What follows belongs to an exercise in optimizing a design on an open flow for small area; a production flow would make more cautious choices.
Function was checked by simulation only, so behaviour that the tests miss may differ from the original.
The clock port is modelled as an ideal driver; clocking choices that lean on that would not hold on a real chip.

==> flow/design.v (excerpt) <==
module apb_convolver(
    input  logic                      HCLK,
    input  logic                      HRESETn,
    input  logic               [11:0] PADDR,
    input  logic               [31:0] PWDATA,
    input  logic                      PWRITE,
    input  logic                      PSEL,
    input  logic                      PENABLE,
    output logic               [31:0] PRDATA,
    output logic                      PREADY,
    output logic                      PSLVERR,
    output logic               [3:0]  irq_o,
    output logic                      mem_wen_n,
    output logic               [10:0] mem_addr,
    output logic               [31:0] mem_wdata,
    input  logic               [31:0] mem_rdata
    );
    logic [2:0] rel_addr;
    assign rel_addr = PADDR[4:2];
    assign PREADY  = 1'b1;
    assign PSLVERR = 1'b0;
    assign irq_o   = 4'b0;
    logic wensel, shift, setup_in, display, clc, addr_increment;
    assign wensel         = PWRITE & PENABLE & PSEL;
    assign shift          = wensel & (rel_addr == 3'd3);
    assign setup_in       = PSEL & ~PENABLE & PWRITE & (rel_addr == 3'd3);
    assign display        = wensel & (rel_addr == 3'd4) &  PWDATA[0];
    assign clc            = wensel & (rel_addr == 3'd4) & ~PWDATA[0];
    assign addr_increment = ~PWRITE & PENABLE & PSEL & rel_addr[2];
    logic [31:0] qw1, qw2, qw3, q_inp, h1, h2, q_out;
    logic        q_0, q_1, q_2, q_3, q_4, pa;
  ...
Size: about 1,700 cells after synthesis, ~19,000 µm² of cells after synthesis.
==> module apb_convolver, before the edit <==
module apb_convolver(
    input  logic                      HCLK,
    input  logic                      HRESETn,
    input  logic               [11:0] PADDR,
    input  logic               [31:0] PWDATA,
    input  logic                      PWRITE,
    input  logic                      PSEL,
    input  logic                      PENABLE,
    output logic               [31:0] PRDATA,
    output logic                      PREADY,
    output logic                      PSLVERR,
    output logic               [3:0]  irq_o,
    output logic                      mem_wen_n,
    output logic               [10:0] mem_addr,
    output logic               [31:0] mem_wdata,
    input  logic               [31:0] mem_rdata
    );
    logic [2:0] rel_addr;
    assign rel_addr = PADDR[4:2];
    assign PREADY  = 1'b1;
    assign PSLVERR = 1'b0;
    assign irq_o   = 4'b0;
    logic wensel, shift, setup_in, display, clc, addr_increment;
    assign wensel         = PWRITE & PENABLE & PSEL;
    assign shift          = wensel & (rel_addr == 3'd3);
    assign setup_in       = PSEL & ~PENABLE & PWRITE & (rel_addr == 3'd3);
    assign display        = wensel & (rel_addr == 3'd4) &  PWDATA[0];
    assign clc            = wensel & (rel_addr == 3'd4) & ~PWDATA[0];
    assign addr_increment = ~PWRITE & PENABLE & PSEL & rel_addr[2];
    logic [31:0] qw1, qw2, qw3, q_inp, h1, h2, q_out;
    logic        q_0, q_1, q_2, q_3, q_4, pa;
    always_ff @(posedge HCLK, negedge HRESETn)
        if (~HRESETn) begin
            q_out <= '0;
            q_0 <= 1'b0; q_1 <= 1'b0; q_2 <= 1'b0; q_3 <= 1'b0; q_4 <= 1'b0; pa <= 1'b0;
        end else begin
            if (q_4) q_out <= mem_rdata;
            q_0 <= shift;
            q_1 <= q_0;
            q_2 <= q_1 && (counter >= 5'd3) && (counter <= 5'd28);
            q_3 <= rel_addr[2];
            q_4 <= q_3;
            pa  <= setup_in;
        end
    always_comb begin
        case (rel_addr)
            3'd0: PRDATA = qw1;
            3'd1: PRDATA = qw2;
            3'd2: PRDATA = qw3;
            3'd3: PRDATA = q_inp;
            3'd5: PRDATA = q_out;
            default: PRDATA = 32'b0;
        endcase
    end
    logic [31:0] wdata;
    assign wdata = PWDATA & {32{HRESETn}};
    always_ff @(posedge HCLK) begin
        if (~HRESETn || (wensel && rel_addr == 3'd0)) qw1 <= wdata;
        if (~HRESETn || (wensel && rel_addr == 3'd1)) qw2 <= wdata;
        if (~HRESETn || (wensel && rel_addr == 3'd2)) qw3 <= wdata;
        if (~HRESETn || shift)                        q_inp <= wdata;
    end
    always_ff @(posedge HCLK)
        if (shift) begin
            h1 <= q_inp;
            h2 <= h1;
        end
    localparam logic [1:0] RESET = 2'd0, CALC = 2'd1, DISPLAY = 2'd2;
    logic [1:0]  state, next_state;
    logic [10:0] address, next_address;
    logic [4:0]  counter, next_counter;
    logic        WRITEn;
    always_ff @(posedge HCLK, negedge HRESETn)
        if (~HRESETn) begin
            state   <= RESET;
            address <= '0;
            counter <= '0;
        end else begin
            state   <= next_state;
            address <= next_address;
            counter <= next_counter;
        end
    always_comb begin
        WRITEn       = 1'b1;
        next_address = address;
        next_counter = counter;
        next_state   = state;
        case (state)
            RESET: begin
                WRITEn = 1'b0;
                next_address = address + 1'b1;
                if (address == 11'd338) begin
                    next_state   = CALC;
                    next_address = '0;
                end
            end
            CALC: begin
                WRITEn = ~q_2;
                if (q_2)
                    next_address = address + 1'b1;
                else if (shift)
                    next_counter = (counter == 5'd28) ? 5'd1 : counter + 1'b1;
                else if (display) begin
                    next_address = '0;
                    next_state   = DISPLAY;
                    next_counter = '0;
                end
            end
            DISPLAY: begin
                if (addr_increment)
                    next_address = address + 1'b1;
                else if (clc) begin
                    next_address = '0;
                    next_state   = CALC;
                end
            end
            default: ;
        endcase
    end
    assign mem_wen_n = WRITEn;
    assign mem_addr  = address;
    logic [1:0] sel;
    assign sel = {q_0 | q_1, pa | q_1};
    logic [1:0] dC [4], dB [4], dA [4];    
    always_comb
        for (int k = 0; k < 4; k++) begin
            case (sel)
                2'd0: begin dC[k] = PWDATA[8*k+0 +: 2]; dB[k] = q_inp[8*k+0 +: 2]; dA[k] = h1[8*k+0 +: 2]; end
                2'd1: begin dC[k] = PWDATA[8*k+2 +: 2]; dB[k] = q_inp[8*k+2 +: 2]; dA[k] = h1[8*k+2 +: 2]; end
                2'd2: begin dC[k] = q_inp[8*k+4 +: 2];  dB[k] = h1[8*k+4 +: 2];    dA[k] = h2[8*k+4 +: 2]; end
                default: begin dC[k] = q_inp[8*k+6 +: 2]; dB[k] = h1[8*k+6 +: 2];  dA[k] = h2[8*k+6 +: 2]; end
            endcase
        end
    logic [13:0] acc_up, acc_lo, nx_up, nx_lo;
    logic [1:0]  sv_up, sv_lo;
    logic [11:0] fb_up, fb_lo;
    assign fb_up = (sel == 2'd0) ? 12'd0 : acc_up[13:2];
    assign fb_lo = (sel == 2'd0) ? 12'd0 : acc_lo[13:2];
    ksum k_up (.a(fb_up), .s(nx_up),
        .w0(qw1[7:0]), .d0(dC[3]), .w1(qw1[15:8]), .d1(dB[3]), .w2(qw1[23:16]), .d2(dA[3]),
        .w3(qw2[7:0]), .d3(dC[2]), .w4(qw2[15:8]), .d4(dB[2]), .w5(qw2[23:16]), .d5(dA[2]),
        .w6(qw3[7:0]), .d6(dC[1]), .w7(qw3[15:8]), .d7(dB[1]), .w8(qw3[23:16]), .d8(dA[1]));
    ksum k_lo (.a(fb_lo), .s(nx_lo),
        .w0(qw1[7:0]), .d0(dC[2]), .w1(qw1[15:8]), .d1(dB[2]), .w2(qw1[23:16]), .d2(dA[2]),
        .w3(qw2[7:0]), .d3(dC[1]), .w4(qw2[15:8]), .d4(dB[1]), .w5(qw2[23:16]), .d5(dA[1]),
        .w6(qw3[7:0]), .d6(dC[0]), .w7(qw3[15:8]), .d7(dB[0]), .w8(qw3[23:16]), .d8(dA[0]));
    always_ff @(posedge HCLK, negedge HRESETn)
        if (~HRESETn) begin
            acc_up <= '0; acc_lo <= '0; sv_up <= '0; sv_lo <= '0;
        end else begin
            acc_up <= nx_up;
            acc_lo <= nx_lo;
            sv_up  <= acc_up[1:0];
            sv_lo  <= acc_lo[1:0];
        end
    assign mem_wdata = {acc_up, sv_up, acc_lo, sv_lo};
endmodule
export LEC_CHECK = 0
export ABC_AREA = 1
export CAP_MARGIN = 20
export CORE_MARGIN = 2
export CORE_UTILIZATION = 40
export SLEW_MARGIN = 20
create_clock -name core_clock -period 10.0 [get_ports {HCLK}]
standard.sh (not shown) runs the stock make flow with config.mk's settings and CLKGATE_MAP_FILE= SYNTH_SCRIPT=/design/flow/synth_recipe.tcl, a recipe that flattens the netlist after the stock synthesis.
==> flow/flow/run.sh <==
#!/bin/bash
# Own layout flow, built on the standard ORFS flow (standard.sh):
#  1. the standard synthesis, unchanged (standard.sh synth);
#  2. flow/polarity.py rewrites the synthesised netlist's inverters: full adders are
#     self-dual and many gates have a complementary cell, so it picks their polarities to
#     need fewer inverters (registers and the logic function are unchanged);
#  3. the standard floorplan and placement, with port buffers of sky130_fd_sc_hd__buf_1
#     (instead of clkdlybuf4s50_1);
#  5. the rest of the standard flow.
# Each tool's full output goes to a log file of its own in the work folder (flow_*.log);
# ORFS's per-step logs are under orfs/logs/.
set -euo pipefail
RES=orfs/results/${FLOW_PLATFORM}/apb_convolver/base
LIB=${FLOW_HOME}/platforms/${FLOW_PLATFORM}/lib/sky130_fd_sc_hd__tt_025C_1v80.lib
BP="BUFFER_PORTS_ARGS=-buffer_cell sky130_fd_sc_hd__buf_1"

bash standard.sh synth > flow_synth.log 2>&1
cp ${RES}/1_2_yosys.v ${RES}/1_2_yosys.standard.v
python3 flow/polarity.py ${RES}/1_2_yosys.standard.v ${RES}/1_2_yosys.pol.v ${LIB} > flow_polarity.log 2>&1
cp ${RES}/1_2_yosys.pol.v ${RES}/1_2_yosys.v
rm -f ${RES}/1_synth.odb ${RES}/1_synth.sdc

bash standard.sh "$BP" place > flow_place.log 2>&1

BASE="-sink_clustering_enable -repair_clock_nets -dont_use_dummy_load"
TRIALS=(
  "-buf_list sky130_fd_sc_hd__clkbuf_4 -sink_clustering_size 8 -sink_clustering_max_diameter 80"
  "-buf_list sky130_fd_sc_hd__clkbuf_4 -sink_clustering_size 10 -sink_clustering_max_diameter 60"
  "-buf_list sky130_fd_sc_hd__clkbuf_4 -sink_clustering_size 8 -sink_clustering_max_diameter 60"
  "-buf_list sky130_fd_sc_hd__clkbuf_8 -sink_clustering_size 14 -sink_clustering_max_diameter 60"
  "-buf_list sky130_fd_sc_hd__clkbuf_4 -sink_clustering_size 10 -sink_clustering_max_diameter 35"
  "-buf_list sky130_fd_sc_hd__clkbuf_8 -sink_clustering_size 10 -sink_clustering_max_diameter 60"
)
best_args="$BASE -buf_list sky130_fd_sc_hd__clkbuf_4"
best_area=1e9
: > flow_cts_trials.log
for i in "${!TRIALS[@]}"; do
  args="$BASE ${TRIALS[$i]}"
  line=$(CTS_TRY_ARGS="$args" CTS_TRY_ODB=${RES}/3_place.odb CTS_TRY_SDC=${RES}/3_place.sdc \
         openroad -no_init -exit flow/cts_trial.tcl 2>&1 | tee -a flow_cts_trials.log | grep CTS_TRIAL || true)
  echo "trial $i: $args -> $line" >> flow_cts_trials.log
  area=$(echo "$line" | awk '{print $3}'); slew=$(echo "$line" | awk '{print $5}')
  if [[ -n "$area" && -n "$slew" ]] && awk -v s="$slew" -v a="$area" -v b="$best_area" 'BEGIN{exit !(s < 0.112 && a < b)}'; then
    best_area=$area; best_args="$args"
  fi
done
echo "chosen: $best_args (clock cells $best_area um2)" >> flow_cts_trials.log

bash standard.sh "$BP" "CTS_ARGS=$best_args" finish > flow_layout.log 2>&1
Other scripts of this flow, unchanged in this note and not shown: flow/flow/cts_trial.tcl, flow/flow/polarity.py
==> next run, changes <==
--- a/flow/design.v
+++ b/flow/design.v
@@ -963,15 +963,20 @@
     assign clc            = wensel & (rel_addr == 3'd4) & ~PWDATA[0];
     assign addr_increment = ~PWRITE & PENABLE & PSEL & rel_addr[2];
     logic [31:0] qw1, qw2, qw3, q_inp, h1, h2, q_out;
     logic        q_0, q_1, q_2, q_3, q_4, pa;
     always_ff @(posedge HCLK, negedge HRESETn)
         if (~HRESETn) begin
-            q_out <= '0;
+            qw1 <= '0; qw2 <= '0; qw3 <= '0;
+            q_inp <= '0; q_out <= '0;
             q_0 <= 1'b0; q_1 <= 1'b0; q_2 <= 1'b0; q_3 <= 1'b0; q_4 <= 1'b0; pa <= 1'b0;
         end else begin
+            if (wensel && rel_addr == 3'd0) qw1 <= PWDATA;
+            if (wensel && rel_addr == 3'd1) qw2 <= PWDATA;
+            if (wensel && rel_addr == 3'd2) qw3 <= PWDATA;
+            if (shift) q_inp <= PWDATA;
             if (q_4) q_out <= mem_rdata;
             q_0 <= shift;
             q_1 <= q_0;
             q_2 <= q_1 && (counter >= 5'd3) && (counter <= 5'd28);
             q_3 <= rel_addr[2];
             q_4 <= q_3;
@@ -984,20 +989,12 @@
             3'd2: PRDATA = qw3;
             3'd3: PRDATA = q_inp;
             3'd5: PRDATA = q_out;
             default: PRDATA = 32'b0;
         endcase
     end
-    logic [31:0] wdata;
-    assign wdata = PWDATA & {32{HRESETn}};
-    always_ff @(posedge HCLK) begin
-        if (~HRESETn || (wensel && rel_addr == 3'd0)) qw1 <= wdata;
-        if (~HRESETn || (wensel && rel_addr == 3'd1)) qw2 <= wdata;
-        if (~HRESETn || (wensel && rel_addr == 3'd2)) qw3 <= wdata;
-        if (~HRESETn || shift)                        q_inp <= wdata;
-    end
     always_ff @(posedge HCLK)
         if (shift) begin
             h1 <= q_inp;
             h2 <= h1;
         end
     localparam logic [1:0] RESET = 2'd0, CALC = 2'd1, DISPLAY = 2'd2;
Result: Hold slack hardly moves; register-to-register slack got worse by 0.08 ns; die area is higher by a few percent; via count is higher by roughly a tenth; cell count is higher by roughly a tenth; setup slack got worse by 0.077 ns; final area is higher by a few percent; area after synthesis is higher by a few percent.

Setup of old:
Another version of the RTL of apb_convolver (not shown whole).
Size: ~160 I/O pins.
==> module apb_convolver, before the edit <==
module apb_convolver(
    input  logic                      HCLK,
    input  logic                      HRESETn,
    input  logic               [11:0] PADDR,
    input  logic               [31:0] PWDATA,
    input  logic                      PWRITE,
    input  logic                      PSEL,
    input  logic                      PENABLE,
    output logic               [31:0] PRDATA,
    output logic                      PREADY,
    output logic                      PSLVERR,
    output logic               [3:0]  irq_o,
    output logic                      mem_wen_n,
    output logic               [10:0] mem_addr,
    output logic               [31:0] mem_wdata,
    input  logic               [31:0] mem_rdata
    );
    logic [2:0] rel_addr;
    assign rel_addr = PADDR[4:2];
    assign PREADY  = 1'b1;
    assign PSLVERR = 1'b0;
    assign irq_o   = 4'b0;
    logic wensel, shift, setup_in, display, clc, addr_increment;
    assign wensel         = PWRITE & PENABLE & PSEL;
    assign shift          = wensel & (rel_addr == 3'd3);
    assign setup_in       = PSEL & ~PENABLE & PWRITE & (rel_addr == 3'd3);
    assign display        = wensel & (rel_addr == 3'd4) &  PWDATA[0];
    assign clc            = wensel & (rel_addr == 3'd4) & ~PWDATA[0];
    assign addr_increment = ~PWRITE & PENABLE & PSEL & rel_addr[2];
    logic [31:0] qw1, qw2, qw3, q_inp, h1, h2, q_out;
    logic        q_0, q_1, q_2, q_3, q_4, pa;
    always_ff @(posedge HCLK, negedge HRESETn)
        if (~HRESETn) begin
            qw1 <= '0; qw2 <= '0; qw3 <= '0;
            q_inp <= '0; q_out <= '0;
            q_0 <= 1'b0; q_1 <= 1'b0; q_2 <= 1'b0; q_3 <= 1'b0; q_4 <= 1'b0; pa <= 1'b0;
        end else begin
            if (wensel && rel_addr == 3'd0) qw1 <= PWDATA;
            if (wensel && rel_addr == 3'd1) qw2 <= PWDATA;
            if (wensel && rel_addr == 3'd2) qw3 <= PWDATA;
            if (shift) q_inp <= PWDATA;
            if (q_4) q_out <= mem_rdata;
            q_0 <= shift;
            q_1 <= q_0;
            q_2 <= q_1 && (counter >= 5'd3) && (counter <= 5'd28);
            q_3 <= rel_addr[2];
            q_4 <= q_3;
            pa  <= setup_in;
        end
    always_comb begin
        case (rel_addr)
            3'd0: PRDATA = qw1;
            3'd1: PRDATA = qw2;
            3'd2: PRDATA = qw3;
            3'd3: PRDATA = q_inp;
            3'd5: PRDATA = q_out;
            default: PRDATA = 32'b0;
        endcase
    end
    always_ff @(posedge HCLK)
        if (shift) begin
            h1 <= q_inp;
            h2 <= h1;
        end
    localparam logic [1:0] RESET = 2'd0, CALC = 2'd1, DISPLAY = 2'd2;
    logic [1:0]  state, next_state;
    logic [10:0] address, next_address;
    logic [4:0]  counter, next_counter;
    logic        WRITEn;
    always_ff @(posedge HCLK, negedge HRESETn)
        if (~HRESETn) begin
            state   <= RESET;
            address <= '0;
            counter <= '0;
        end else begin
            state   <= next_state;
            address <= next_address;
            counter <= next_counter;
        end
    always_comb begin
        WRITEn       = 1'b1;
        next_address = address;
        next_counter = counter;
        next_state   = state;
        case (state)
            RESET: begin
                WRITEn = 1'b0;
                next_address = address + 1'b1;
                if (address == 11'd338) begin
                    next_state   = CALC;
                    next_address = '0;
                end
            end
            CALC: begin
                WRITEn = ~q_2;
                if (q_2)
                    next_address = address + 1'b1;
                else if (shift)
                    next_counter = (counter == 5'd28) ? 5'd1 : counter + 1'b1;
                else if (display) begin
                    next_address = '0;
                    next_state   = DISPLAY;
                    next_counter = '0;
                end
            end
            DISPLAY: begin
                if (addr_increment)
                    next_address = address + 1'b1;
                else if (clc) begin
                    next_address = '0;
                    next_state   = CALC;
                end
            end
            default: ;
        endcase
    end
    assign mem_wen_n = WRITEn;
    assign mem_addr  = address;
    logic ph0;
    assign ph0 = ~(pa | q_0 | q_1);
    logic [1:0] dC [4], dB [4], dA [4];    
    always_comb
        for (int k = 0; k < 4; k++) begin
            dC[k] = ({2{ph0}} & PWDATA[8*k+0 +: 2]) | ({2{pa}} & PWDATA[8*k+2 +: 2])
                  | ({2{q_0}} & q_inp[8*k+4 +: 2])  | ({2{q_1}} & q_inp[8*k+6 +: 2]);
            dB[k] = ({2{ph0}} & q_inp[8*k+0 +: 2])  | ({2{pa}} & q_inp[8*k+2 +: 2])
                  | ({2{q_0}} & h1[8*k+4 +: 2])     | ({2{q_1}} & h1[8*k+6 +: 2]);
            dA[k] = ({2{ph0}} & h1[8*k+0 +: 2])     | ({2{pa}} & h1[8*k+2 +: 2])
                  | ({2{q_0}} & h2[8*k+4 +: 2])     | ({2{q_1}} & h2[8*k+6 +: 2]);
        end
    logic [13:0] acc_up, acc_lo, nx_up, nx_lo;
    logic [1:0]  sv_up, sv_lo;
    logic [11:0] fb_up, fb_lo;
    assign fb_up = ph0 ? 12'd0 : acc_up[13:2];
    assign fb_lo = ph0 ? 12'd0 : acc_lo[13:2];
    ksum k_up (.a(fb_up), .s(nx_up),
        .w0(qw1[7:0]), .d0(dC[3]), .w1(qw1[15:8]), .d1(dB[3]), .w2(qw1[23:16]), .d2(dA[3]),
        .w3(qw2[7:0]), .d3(dC[2]), .w4(qw2[15:8]), .d4(dB[2]), .w5(qw2[23:16]), .d5(dA[2]),
        .w6(qw3[7:0]), .d6(dC[1]), .w7(qw3[15:8]), .d7(dB[1]), .w8(qw3[23:16]), .d8(dA[1]));
    ksum k_lo (.a(fb_lo), .s(nx_lo),
        .w0(qw1[7:0]), .d0(dC[2]), .w1(qw1[15:8]), .d1(dB[2]), .w2(qw1[23:16]), .d2(dA[2]),
        .w3(qw2[7:0]), .d3(dC[1]), .w4(qw2[15:8]), .d4(dB[1]), .w5(qw2[23:16]), .d5(dA[1]),
        .w6(qw3[7:0]), .d6(dC[0]), .w7(qw3[15:8]), .d7(dB[0]), .w8(qw3[23:16]), .d8(dA[0]));
    always_ff @(posedge HCLK, negedge HRESETn)
        if (~HRESETn) begin
            acc_up <= '0; acc_lo <= '0; sv_up <= '0; sv_lo <= '0;
        end else begin
            acc_up <= nx_up;
            acc_lo <= nx_lo;
            sv_up  <= acc_up[1:0];
            sv_lo  <= acc_lo[1:0];
        end
    assign mem_wdata = {acc_up, sv_up, acc_lo, sv_lo};
endmodule
export LEC_CHECK = 0
export ABC_AREA = 1
export CAP_MARGIN = 20
export CORE_MARGIN = 2
export CORE_UTILIZATION = 60
export SLEW_MARGIN = 20
create_clock -name core_clock -period 10.0 [get_ports {HCLK}]
==> flow/flow/run.sh <==
#!/bin/bash
# Own layout flow, built on the standard ORFS flow (standard.sh):
#  1. the standard synthesis, unchanged (standard.sh synth);
#  2. flow/polarity.py rewrites the synthesised netlist's inverters: full adders are
#     self-dual and many gates have a complementary cell, so it picks their polarities to
#     need fewer inverters (registers and the logic function are unchanged);
#  3. the standard floorplan and placement, with port buffers of sky130_fd_sc_hd__buf_1
#     (instead of clkdlybuf4s50_1);
#  5. the rest of the standard flow.
# Each tool's full output goes to a log file of its own in the work folder (flow_*.log);
# ORFS's per-step logs are under orfs/logs/.
set -euo pipefail
RES=orfs/results/${FLOW_PLATFORM}/apb_convolver/base
LIB=${FLOW_HOME}/platforms/${FLOW_PLATFORM}/lib/sky130_fd_sc_hd__tt_025C_1v80.lib
BP="BUFFER_PORTS_ARGS=-buffer_cell sky130_fd_sc_hd__buf_1"

# synthesis: the standard synthesis script, with only its ABC mapping script replaced
# by flow/abc.script (area-oriented mapping); registers are mapped before ABC runs, so they
# are the standard synthesis's registers.
sed "s#log_cmd abc {\*}\$abc_args#lset abc_args [expr {[lsearch \$abc_args -script] + 1}] $PWD/flow/abc.script\n  log_cmd abc {*}\$abc_args#" \
  ${FLOW_HOME}/scripts/synth.tcl > synth_own.tcl
sed "s#source \$::env(SCRIPTS_DIR)/synth.tcl#source $PWD/synth_own.tcl#" synth_recipe.tcl > synth_recipe_own.tcl
bash standard.sh "SYNTH_SCRIPT=$PWD/synth_recipe_own.tcl" synth > flow_synth.log 2>&1
cp ${RES}/1_2_yosys.v ${RES}/1_2_yosys.standard.v
python3 flow/polarity.py ${RES}/1_2_yosys.standard.v ${RES}/1_2_yosys.pol.v ${LIB} > flow_polarity.log 2>&1
cp ${RES}/1_2_yosys.pol.v ${RES}/1_2_yosys.v
rm -f ${RES}/1_synth.odb ${RES}/1_synth.sdc

bash standard.sh "$BP" place > flow_place.log 2>&1

BASE="-sink_clustering_enable -repair_clock_nets -dont_use_dummy_load"
TRIALS=(
  "-buf_list sky130_fd_sc_hd__clkbuf_4 -sink_clustering_size 8 -sink_clustering_max_diameter 80"
  "-buf_list sky130_fd_sc_hd__clkbuf_4 -sink_clustering_size 10 -sink_clustering_max_diameter 60"
  "-buf_list sky130_fd_sc_hd__clkbuf_4 -sink_clustering_size 8 -sink_clustering_max_diameter 60"
  "-buf_list sky130_fd_sc_hd__clkbuf_8 -sink_clustering_size 14 -sink_clustering_max_diameter 60"
  "-buf_list sky130_fd_sc_hd__clkbuf_4 -sink_clustering_size 10 -sink_clustering_max_diameter 35"
  "-buf_list sky130_fd_sc_hd__clkbuf_8 -sink_clustering_size 10 -sink_clustering_max_diameter 60"
)
best_args="$BASE -buf_list sky130_fd_sc_hd__clkbuf_4"
best_area=1e9
: > flow_cts_trials.log
for i in "${!TRIALS[@]}"; do
  args="$BASE ${TRIALS[$i]}"
  line=$(CTS_TRY_ARGS="$args" CTS_TRY_ODB=${RES}/3_place.odb CTS_TRY_SDC=${RES}/3_place.sdc \
         openroad -no_init -exit flow/cts_trial.tcl 2>&1 | tee -a flow_cts_trials.log | grep CTS_TRIAL || true)
  echo "trial $i: $args -> $line" >> flow_cts_trials.log
  area=$(echo "$line" | awk '{print $3}'); slew=$(echo "$line" | awk '{print $5}')
  if [[ -n "$area" && -n "$slew" ]] && awk -v s="$slew" -v a="$area" -v b="$best_area" 'BEGIN{exit !(s < 0.112 && a < b)}'; then
    best_area=$area; best_args="$args"
  fi
done
echo "chosen: $best_args (clock cells $best_area um2)" >> flow_cts_trials.log

bash standard.sh "$BP" "CTS_ARGS=$best_args" finish > flow_layout.log 2>&1
Other scripts of this flow, unchanged in this note and not shown: flow/flow/abc.script, flow/flow/cts_trial.tcl, flow/flow/polarity.py
Every stage of the flow completed for old, and the final layout passed the timing, design-rule and antenna checks.
Relative to old, the following input files were edited for new:
--- a/flow/design.v
+++ b/flow/design.v
@@ -964,18 +964,13 @@
     assign addr_increment = ~PWRITE & PENABLE & PSEL & rel_addr[2];
     logic [31:0] qw1, qw2, qw3, q_inp, h1, h2, q_out;
     logic        q_0, q_1, q_2, q_3, q_4, pa;
     always_ff @(posedge HCLK, negedge HRESETn)
         if (~HRESETn) begin
-            qw1 <= '0; qw2 <= '0; qw3 <= '0;
-            q_inp <= '0; q_out <= '0;
+            q_out <= '0;
             q_0 <= 1'b0; q_1 <= 1'b0; q_2 <= 1'b0; q_3 <= 1'b0; q_4 <= 1'b0; pa <= 1'b0;
         end else begin
-            if (wensel && rel_addr == 3'd0) qw1 <= PWDATA;
-            if (wensel && rel_addr == 3'd1) qw2 <= PWDATA;
-            if (wensel && rel_addr == 3'd2) qw3 <= PWDATA;
-            if (shift) q_inp <= PWDATA;
             if (q_4) q_out <= mem_rdata;
             q_0 <= shift;
             q_1 <= q_0;
             q_2 <= q_1 && (counter >= 5'd3) && (counter <= 5'd28);
             q_3 <= rel_addr[2];
@@ -990,10 +985,18 @@
             3'd3: PRDATA = q_inp;
             3'd5: PRDATA = q_out;
             default: PRDATA = 32'b0;
         endcase
     end
+    logic [31:0] wdata;
+    assign wdata = PWDATA & {32{HRESETn}};
+    always_ff @(posedge HCLK) begin
+        if (~HRESETn || (wensel && rel_addr == 3'd0)) qw1 <= wdata;
+        if (~HRESETn || (wensel && rel_addr == 3'd1)) qw2 <= wdata;
+        if (~HRESETn || (wensel && rel_addr == 3'd2)) qw3 <= wdata;
+        if (~HRESETn || shift)                        q_inp <= wdata;
+    end
     always_ff @(posedge HCLK)
         if (shift) begin
             h1 <= q_inp;
             h2 <= h1;
         end
@@ -1049,27 +1052,27 @@
             default: ;
         endcase
     end
     assign mem_wen_n = WRITEn;
     assign mem_addr  = address;
-    logic ph0;
-    assign ph0 = ~(pa | q_0 | q_1);
+    logic [1:0] sel;
+    assign sel = {q_0 | q_1, pa | q_1};
     logic [1:0] dC [4], dB [4], dA [4];    
     always_comb
         for (int k = 0; k < 4; k++) begin
-            dC[k] = ({2{ph0}} & PWDATA[8*k+0 +: 2]) | ({2{pa}} & PWDATA[8*k+2 +: 2])
-                  | ({2{q_0}} & q_inp[8*k+4 +: 2])  | ({2{q_1}} & q_inp[8*k+6 +: 2]);
-            dB[k] = ({2{ph0}} & q_inp[8*k+0 +: 2])  | ({2{pa}} & q_inp[8*k+2 +: 2])
-                  | ({2{q_0}} & h1[8*k+4 +: 2])     | ({2{q_1}} & h1[8*k+6 +: 2]);
-            dA[k] = ({2{ph0}} & h1[8*k+0 +: 2])     | ({2{pa}} & h1[8*k+2 +: 2])
-                  | ({2{q_0}} & h2[8*k+4 +: 2])     | ({2{q_1}} & h2[8*k+6 +: 2]);
+            case (sel)
+                2'd0: begin dC[k] = PWDATA[8*k+0 +: 2]; dB[k] = q_inp[8*k+0 +: 2]; dA[k] = h1[8*k+0 +: 2]; end
+                2'd1: begin dC[k] = PWDATA[8*k+2 +: 2]; dB[k] = q_inp[8*k+2 +: 2]; dA[k] = h1[8*k+2 +: 2]; end
+                2'd2: begin dC[k] = q_inp[8*k+4 +: 2];  dB[k] = h1[8*k+4 +: 2];    dA[k] = h2[8*k+4 +: 2]; end
+                default: begin dC[k] = q_inp[8*k+6 +: 2]; dB[k] = h1[8*k+6 +: 2];  dA[k] = h2[8*k+6 +: 2]; end
+            endcase
         end
     logic [13:0] acc_up, acc_lo, nx_up, nx_lo;
     logic [1:0]  sv_up, sv_lo;
     logic [11:0] fb_up, fb_lo;
-    assign fb_up = ph0 ? 12'd0 : acc_up[13:2];
-    assign fb_lo = ph0 ? 12'd0 : acc_lo[13:2];
+    assign fb_up = (sel == 2'd0) ? 12'd0 : acc_up[13:2];
+    assign fb_lo = (sel == 2'd0) ? 12'd0 : acc_lo[13:2];
     ksum k_up (.a(fb_up), .s(nx_up),
         .w0(qw1[7:0]), .d0(dC[3]), .w1(qw1[15:8]), .d1(dB[3]), .w2(qw1[23:16]), .d2(dA[3]),
         .w3(qw2[7:0]), .d3(dC[2]), .w4(qw2[15:8]), .d4(dB[2]), .w5(qw2[23:16]), .d5(dA[2]),
         .w6(qw3[7:0]), .d6(dC[1]), .w7(qw3[15:8]), .d7(dB[1]), .w8(qw3[23:16]), .d8(dA[1]));
     ksum k_lo (.a(fb_lo), .s(nx_lo),
Results
Going from old to new, synthesized cell count shrinks by 20%. Of the two values seen for worst-path cell with the longest stage delay, a21oi_1 was produced by new and fa_1 by old. In the flow results for new and old, the slack of the critical path is larger on old. The data arrival time of the critical path number comes out higher for new vs old. Lower largest stage delay on the critical path goes to old over new. Sort new and old by tightest slew margin relative to the limit, descending, and new comes first. new vs old, met1 track demand over resource went down by 3.6 points. Wire: new routes less than old. Per the comparison of new with old, share of the core filled with cells in the final layout ~0 delta; number of cells after detailed placement -344; clock period minus final worst setup slack +0.075 ns.

separate check: timing with driven ports:
The flow's constraints put no driver on any port. The routed layouts listed below were extracted and timed again, unchanged, in two steps.
Step 1 (the two cells are an assumption about what drives the block):
set clk [get_ports {HCLK}]
set_driving_cell -lib_cell sky130_fd_sc_hd__clkbuf_16 $clk
set_driving_cell -lib_cell sky130_fd_sc_hd__buf_2 [delete_from_list [all_inputs] $clk]
Step 2 moves the port delays by t, midway between the first and last clock arrival at a register: inputs arrive t later, outputs are due t later. That takes back most of the time a late clock gives input paths.
a / b / c = no drivers / after step 1 / after step 2; a / b = the first two.
| run | t (ns) | setup slack, ns | worst hold slack (ns) | worst setup path at the end | latest minus earliest clock arrival (ns) |
|---|---|---|---|---|---|
| the first run of note 1 | 0.809 | 0.364 / 0.364 / -0.013 | 0.358 / 0.358 / 0.358 | input to register | 0.105 / 0.106 |
| the second run of note 1 | 0.781 | 0.288 / 0.288 / -0.122 | 0.358 / 0.358 / 0.358 | input to register | 0.100 / 0.100 |
| old | 0.736 | 0.482 / 0.482 / -0.001 | 0.371 / 0.371 / 0.371 | input to register | 0.099 / 0.099 |
| new | 0.684 | 0.407 / 0.407 / -0.084 | 0.364 / 0.364 / 0.364 | input to register | 0.091 / 0.091 |
Met with ideal ports but missed after step 2: setup timing in every run listed. For new, which loses most, drivers alone change the setup slack by 0.000 ns; drivers and shift together by -0.491 ns.
